This design comes from an exercise in tuning for small area on the open sky130 flow, not from production work. The RTL was checked by simulation tests, not by an equivalence proof against the original design.

==> flow/design.v (excerpt) <==
module Mesh(
    input clock,
    input [7:0] io_in_a_0_0,
    input [7:0] io_in_a_1_0,
    input [7:0] io_in_a_2_0,
    input [7:0] io_in_a_3_0,
    input [7:0] io_in_b_0_0,
    input [7:0] io_in_b_1_0,
    input [7:0] io_in_b_2_0,
    input [7:0] io_in_b_3_0,
    input [15:0] io_in_d_0_0,
    input [15:0] io_in_d_1_0,
    input [15:0] io_in_d_2_0,
    input [15:0] io_in_d_3_0,
    input io_in_control_0_0_propagate,
    input io_in_control_1_0_propagate,
    input io_in_control_2_0_propagate,
    input io_in_control_3_0_propagate,
    output [15:0] io_out_c_0_0,
    output [15:0] io_out_c_1_0,
    output [15:0] io_out_c_2_0,
    output [15:0] io_out_c_3_0
);
  wire [7:0]  a_in [0:3];
  wire [7:0]  b_in [0:3];
  wire [15:0] d_in [0:3];
  wire        p_in [0:3];
  assign a_in[0] = io_in_a_0_0; assign a_in[1] = io_in_a_1_0;
  assign a_in[2] = io_in_a_2_0; assign a_in[3] = io_in_a_3_0;
  assign b_in[0] = io_in_b_0_0; assign b_in[1] = io_in_b_1_0;
  ...
For scale: about 5,800 cells after synthesis, about 1,100 flip-flops, about 200 I/O pins, about 58,000 µm² of cells after synthesis.
Settings: LEC_CHECK=0, ABC_AREA=1, CAP_MARGIN=20, CORE_MARGIN=2, CORE_UTILIZATION=60, CTS_BUF_LIST=sky130_fd_sc_hd__clkbuf_16, CTS_CLUSTER_DIAMETER=80, CTS_CLUSTER_SIZE=30, PLACE_DENSITY=0.7, SLEW_MARGIN=20, SYNTH_HIERARCHICAL=1; clock period 5.0 ns.
run.sh (not shown) runs the stock make flow with config.mk's settings and CLKGATE_MAP_FILE= SYNTH_SCRIPT=/design/flow/synth_recipe.tcl, a recipe that flattens the netlist after the stock synthesis.
The starting point completed with no timing, DRC or antenna violations.
Edit:
==> flow/flow/run.sh (new file) <==
#!/bin/bash
# Own layout flow: the standard layout (standard.sh), with two changes.
# 1. Synthesis is synth_recipe.tcl, except that the final ABC technology
#    mapping runs flow/area.abc (area-oriented mapping followed by ABC's
#    timing-driven up/down sizing) in place of ORFS's speed script. The
#    registers, their names and cell types are the same as the standard
#    synthesis's.
# 2. Ports are buffered with sky130_fd_sc_hd__buf_1 instead of the buffer
#    ORFS picks by itself.
# Each tool writes its full log under orfs/logs/ (ORFS's own logs); the
# output of make itself goes to run_*.log in this folder.
set -euo pipefail
W=$(pwd)
F=$W/flow
{
  head -n 1 synth_recipe.tcl
  cat <<EOT
proc abc {args} {
  set i [lsearch -exact \$args -script]
  if { \$i >= 0 } { lset args [expr {\$i + 1}] $F/area.abc }
  yosys abc {*}\$args
}
EOT
  tail -n +2 synth_recipe.tcl
} > "$W/own_synth.tcl"
sed "s#SYNTH_SCRIPT=[^ ]*synth_recipe.tcl#SYNTH_SCRIPT=$W/own_synth.tcl#" standard.sh > "$W/own_standard.sh"
grep -q "SYNTH_SCRIPT=$W/own_synth.tcl" "$W/own_standard.sh"
export BUFFER_PORTS_ARGS="-buffer_cell sky130_fd_sc_hd__buf_1"
bash "$W/own_standard.sh" finish > "$W/run_finish.log" 2>&1
test -s "$W/out/final.def"
==> flow/flow/area.abc (new file) <==
strash
dch
map -a
topo
stime -c
upsize -c
dnsize -c
==> flow/standard.sh (new file) <==
#!/bin/bash
# synth_recipe.tcl (not shown) runs the flow's synth.tcl, then flattens the netlist and writes it again
# the make line also repeats each setting of config.mk as NAME=value (left out here)
make -C /OpenROAD-flow-scripts/flow DESIGN_CONFIG=/design/flow/config.mk WORK_HOME=/design/flow/orfs CLKGATE_MAP_FILE= SYNTH_SCRIPT=/design/flow/synth_recipe.tcl "${@:-finish}"
- ABC_AREA: 1 -> unset
- CAP_MARGIN: 20 -> 0
- CORE_UTILIZATION: 60 -> 70
- GPL_TIMING_DRIVEN: unset -> 0
- PLACE_DENSITY: 0.7 -> 0.8
- SLEW_MARGIN: 20 -> 0
removed: flow/run.sh
Effect: The changed run completed without violations. Final cell count drops by 10%. Wire length drops by 5.1%. Synthesized area drops by 5.2%. Die area drops by 19%. Utilization climbs by 12 points.
Edit:
- CAP_MARGIN: 0 -> 20
- CORE_UTILIZATION: 70 -> 60
- GPL_TIMING_DRIVEN: 0 -> unset
- PLACE_DENSITY: 0.8 -> 0.7
- SLEW_MARGIN: 0 -> 20
The new run passed the timing, design-rule and antenna checks; clock skew is lower by 0.0077 ns; register-to-register slack gains 0.03 ns; count of clock-buffer cells in the layout stays the same; worst setup slack gains 0.034 ns.
Edit:
==> flow/run.sh (new file) <==
#!/bin/bash
# synth_recipe.tcl (not shown) runs the flow's synth.tcl, then flattens the netlist and writes it again
# the make line also repeats each setting of config.mk as NAME=value (left out here)
make -C /OpenROAD-flow-scripts/flow DESIGN_CONFIG=/design/flow/config.mk WORK_HOME=/design/flow/orfs CLKGATE_MAP_FILE= SYNTH_SCRIPT=/design/flow/synth_recipe.tcl finish
- ABC_AREA: unset -> 1
- CTS_BUF_LIST: sky130_fd_sc_hd__clkbuf_16 -> sky130_fd_sc_hd__clkbuf_8
- CTS_CLUSTER_DIAMETER: 80 -> 60
- CTS_CLUSTER_SIZE: 30 -> 20
removed: flow/flow/run.sh
removed: flow/flow/area.abc
removed: flow/standard.sh
Via count rose by a few percent.
Wire length rose by a few percent.
Cell area rose by a few percent.
Synthesized cell count rose by about a fifth.
Cell count rose by a little under a tenth.
Core utilization fell by 1.2 points.
Maximum frequency rose by a few percent.
Synthesized area rose by a few percent.
Global-route usage is about the same.

-- separate check: timing with driven ports --
How much do the figures lean on ideal ports? The routed layouts below were timed once more, with nothing changed but the port constraints. Step 1 sets driving cells, clkbuf_16 on the clock port and buf_2 on the other inputs (assumed; they add their load-dependent delay and slew). Step 2 also shifts input and output timing later by t, the mid clock arrival at the registers, as if the neighbouring blocks saw the same clock. Slacks: no drivers / after step 1 / after step 2; pairs: no drivers / after step 1.
| run | t, ns | setup WS [ns] | worst setup path after step 2 | cell pins on the clock port's net |
|---|---|---|---|---|
| the first run | 0.742 | 0.319 / 0.319 / 0.319 | register to register | 1 |
| the second run | 0.707 | 0.187 / 0.187 / 0.187 | register to register | 1 |
| the third run | 0.726 | 0.221 / 0.221 / 0.221 | register to register | 1 |
| the fourth run | 0.807 | 0.354 / 0.354 / 0.354 | register to register | 1 |
After both steps setup and hold are still met in every run listed.
